From an optimization exercise on the open Yosys and OpenROAD flow, aimed at small area; shortcuts taken in it are not production practice. Function was checked by simulation only, so behaviour that the tests miss may differ from the original.

## rx_fullsuma_error_top
module rx_fullsuma_error_top(
	input [31:0] rx_data,
	input rx_clk,
	input reset,
	input trans_en,
	output reg tx_serial,
	output reg led_3c,
	input aligned,
	input [3:0] rx_k
);
localparam [2:0] S_RST = 3'd0, S_IDLE = 3'd1, S_PKT = 3'd2, S_PKTA = 3'd3,
                 S_EOP = 3'd4, S_WAIT = 3'd5, S_SEND = 3'd6;
localparam [1:0] F_IDLE = 2'd0, F_SOP = 2'd1, F_WAIT = 2'd2, F_ERR = 2'd3;
localparam [3:0] U_IDLE = 4'd0, U_WAIT = 4'd1, U_STOP = 4'd2, U_B0 = 4'd8, U_B7 = 4'd15;
reg [2:0] st;
reg aux;
reg [1:0] f3;
reg [3:0] up;
reg [10:0] bc;
reg [6:0] pq;       
reg [19:0] cw;
reg [7:0] tot;
reg [4:0] err;
wire k0 = rx_k[0];
wire low_dc = rx_data[7:0] == 8'hDC;
wire nlow_dc = ~low_dc;
wire is_sop = (rx_data[7:0] == 8'h3C) & k0;
wire is_eop = low_dc & k0;
wire en = st == S_PKT;
wire nen = ~en;
wire [31:0] o;
wire [6:1] on;    
bx2 u_o31 (.a(pq[5]), .b(pq[6]), .y(o[31]));
bx2 u_o30 (.a(pq[4]), .b(pq[5]), .y(o[30]));
bx2 u_o29 (.a(pq[3]), .b(pq[4]), .y(o[29]));
bx2 u_o28 (.a(pq[2]), .b(pq[3]), .y(o[28]));
bx2 u_o27 (.a(pq[1]), .b(pq[2]), .y(o[27]));
  ...
Size in the first run: roughly 530 cells after synthesis, about 62 flip-flops, roughly 42 I/O pins, ~0.0054 mm² of cells after synthesis.
clock: 7.0 ns
lec_check: 0
cap_margin: 0
core_margin: 2
core_utilization: 60
place_density: 0.7
slew_margin: 0
synth_hierarchical: 1
standard.sh (not shown) runs the stock make flow with config.mk's settings and CLKGATE_MAP_FILE= SYNTH_SCRIPT=/design/flow/synth_recipe.tcl, a recipe that flattens the netlist after the stock synthesis.
==> flow/flow/run.sh <==
#!/bin/bash
# The standard layout (standard.sh), with two changes:
# - the port buffers are the smallest buffer cell, buf_1, instead of the resizer's pick;
# - clock tree synthesis clusters sinks more coarsely and adds no dummy loads.
# make's output goes to make_finish.log here; ORFS keeps each step's log under orfs/logs.
set -euo pipefail
bash standard.sh \
  "BUFFER_PORTS_ARGS=-buffer_cell sky130_fd_sc_hd__buf_1" \
  "CTS_ARGS=-sink_clustering_enable -repair_clock_nets -sink_clustering_size 30 -sink_clustering_max_diameter 200 -buf_list sky130_fd_sc_hd__clkbuf_8 -dont_use_dummy_load" \
  finish > make_finish.log 2>&1
The first run ran to the end with no violations.
Then changed:
--- a/flow/flow/run.sh
+++ b/flow/flow/run.sh
@@ -7,4 +7,4 @@
 bash standard.sh \
   "BUFFER_PORTS_ARGS=-buffer_cell sky130_fd_sc_hd__buf_1" \
-  "CTS_ARGS=-sink_clustering_enable -repair_clock_nets -sink_clustering_size 30 -sink_clustering_max_diameter 200 -buf_list sky130_fd_sc_hd__clkbuf_8 -dont_use_dummy_load" \
+  "CTS_ARGS=-sink_clustering_enable -repair_clock_nets -root_buf sky130_fd_sc_hd__clkbuf_8 -buf_list sky130_fd_sc_hd__clkbuf_4 -dont_use_dummy_load" \
   finish > make_finish.log 2>&1
Die area is unchanged.
Setup slack does not change.
Non-clock buffer count stays the same.
Sequential share of layout area is unchanged.
Then changed:
==> flow/run.sh (new file) <==
#!/bin/bash
# synth_recipe.tcl (not shown) runs the flow's synth.tcl, then flattens the netlist and writes it again
# the make line also repeats each setting of config.mk as NAME=value (left out here)
make -C /OpenROAD-flow-scripts/flow DESIGN_CONFIG=/design/flow/config.mk WORK_HOME=/design/flow/orfs CLKGATE_MAP_FILE= SYNTH_SCRIPT=/design/flow/synth_recipe.tcl finish
--- a/flow/config.mk
+++ b/flow/config.mk
@@ -8,6 +8,7 @@
 export CAP_MARGIN = 0
 export CORE_MARGIN = 2
-export CORE_UTILIZATION = 60
-export PLACE_DENSITY = 0.7
+export CORE_UTILIZATION = 40
+export CTS_BUF_LIST = sky130_fd_sc_hd__clkbuf_4
+export PLACE_DENSITY = 0.6
 export SLEW_MARGIN = 0
 export SYNTH_HIERARCHICAL = 1
removed: flow/flow/run.sh
removed: flow/standard.sh
After rerunning: The new run completed without violations. Synthesized cell count is unchanged. Cell count climbs by 11%. Via count fell by 2.2%. Hold slack is better by 0.019 ns. Die area grows by 48%. Global-route usage drops by 7.8 points. Fmax fell by 0.56%. Register-to-register slack loses 0.04 ns. Cell area is higher by 6.2%.
Then changed:
--- a/flow/config.mk
+++ b/flow/config.mk
@@ -8,7 +8,7 @@
 export CAP_MARGIN = 0
 export CORE_MARGIN = 2
-export CORE_UTILIZATION = 40
-export CTS_BUF_LIST = sky130_fd_sc_hd__clkbuf_4
-export PLACE_DENSITY = 0.6
+export CORE_UTILIZATION = 60
+export CTS_BUF_LIST = sky130_fd_sc_hd__clkbuf_8
+export PLACE_DENSITY = 0.7
 export SLEW_MARGIN = 0
 export SYNTH_HIERARCHICAL = 1
Via count is higher by about 4%.
Worst setup slack improved by 0.079 ns.
Synthesized area stays the same.
Global-route usage went up by 7.8 points.
Cell count went down by about 9%.
Sequential share of layout area climbs by 0.27 points.
Utilization is higher by 23 points.

## static timing again, ports no longer ideal
No port has a modelled driver above. Below, the same layouts with a new extraction and two added sets of constraints.
Step 1 (the two cells are an assumption about what drives the block):
set clk [get_ports {rx_clk}]
set_driving_cell -lib_cell sky130_fd_sc_hd__clkbuf_16 $clk
set_driving_cell -lib_cell sky130_fd_sc_hd__buf_2 [delete_from_list [all_inputs] $clk]
Step 2 moves the port delays by t, midway between the first and last clock arrival at a register: inputs arrive t later, outputs are due t later. That takes back most of the time a late clock gives input paths.
Three values: no drivers, after step 1, after step 2; two values: the first two.
| run | t (ns) | setup WS [ns] | hold slack, ns | worst setup path after step 2 | latest minus earliest clock arrival (ns) |
|---|---|---|---|---|---|
| the first run | 0.362 | 0.683 / 0.683 / 0.633 | 0.404 / 0.404 / 0.404 | input to register | 0.025 / 0.025 |
| the second run | 0.362 | 0.683 / 0.683 / 0.633 | 0.404 / 0.404 / 0.404 | input to register | 0.025 / 0.025 |
| the third run | 0.467 | 0.648 / 0.648 / 0.369 | 0.423 / 0.423 / 0.423 | input to register | 0.025 / 0.025 |
| the fourth run | 0.380 | 0.726 / 0.739 / 0.359 | 0.417 / 0.417 / 0.417 | input to register | 0.017 / 0.018 |
After both steps every run listed still meets setup and hold. The setup slack of the fourth run, which loses most, moves by +0.013 ns with the drivers and by -0.367 ns with both steps.
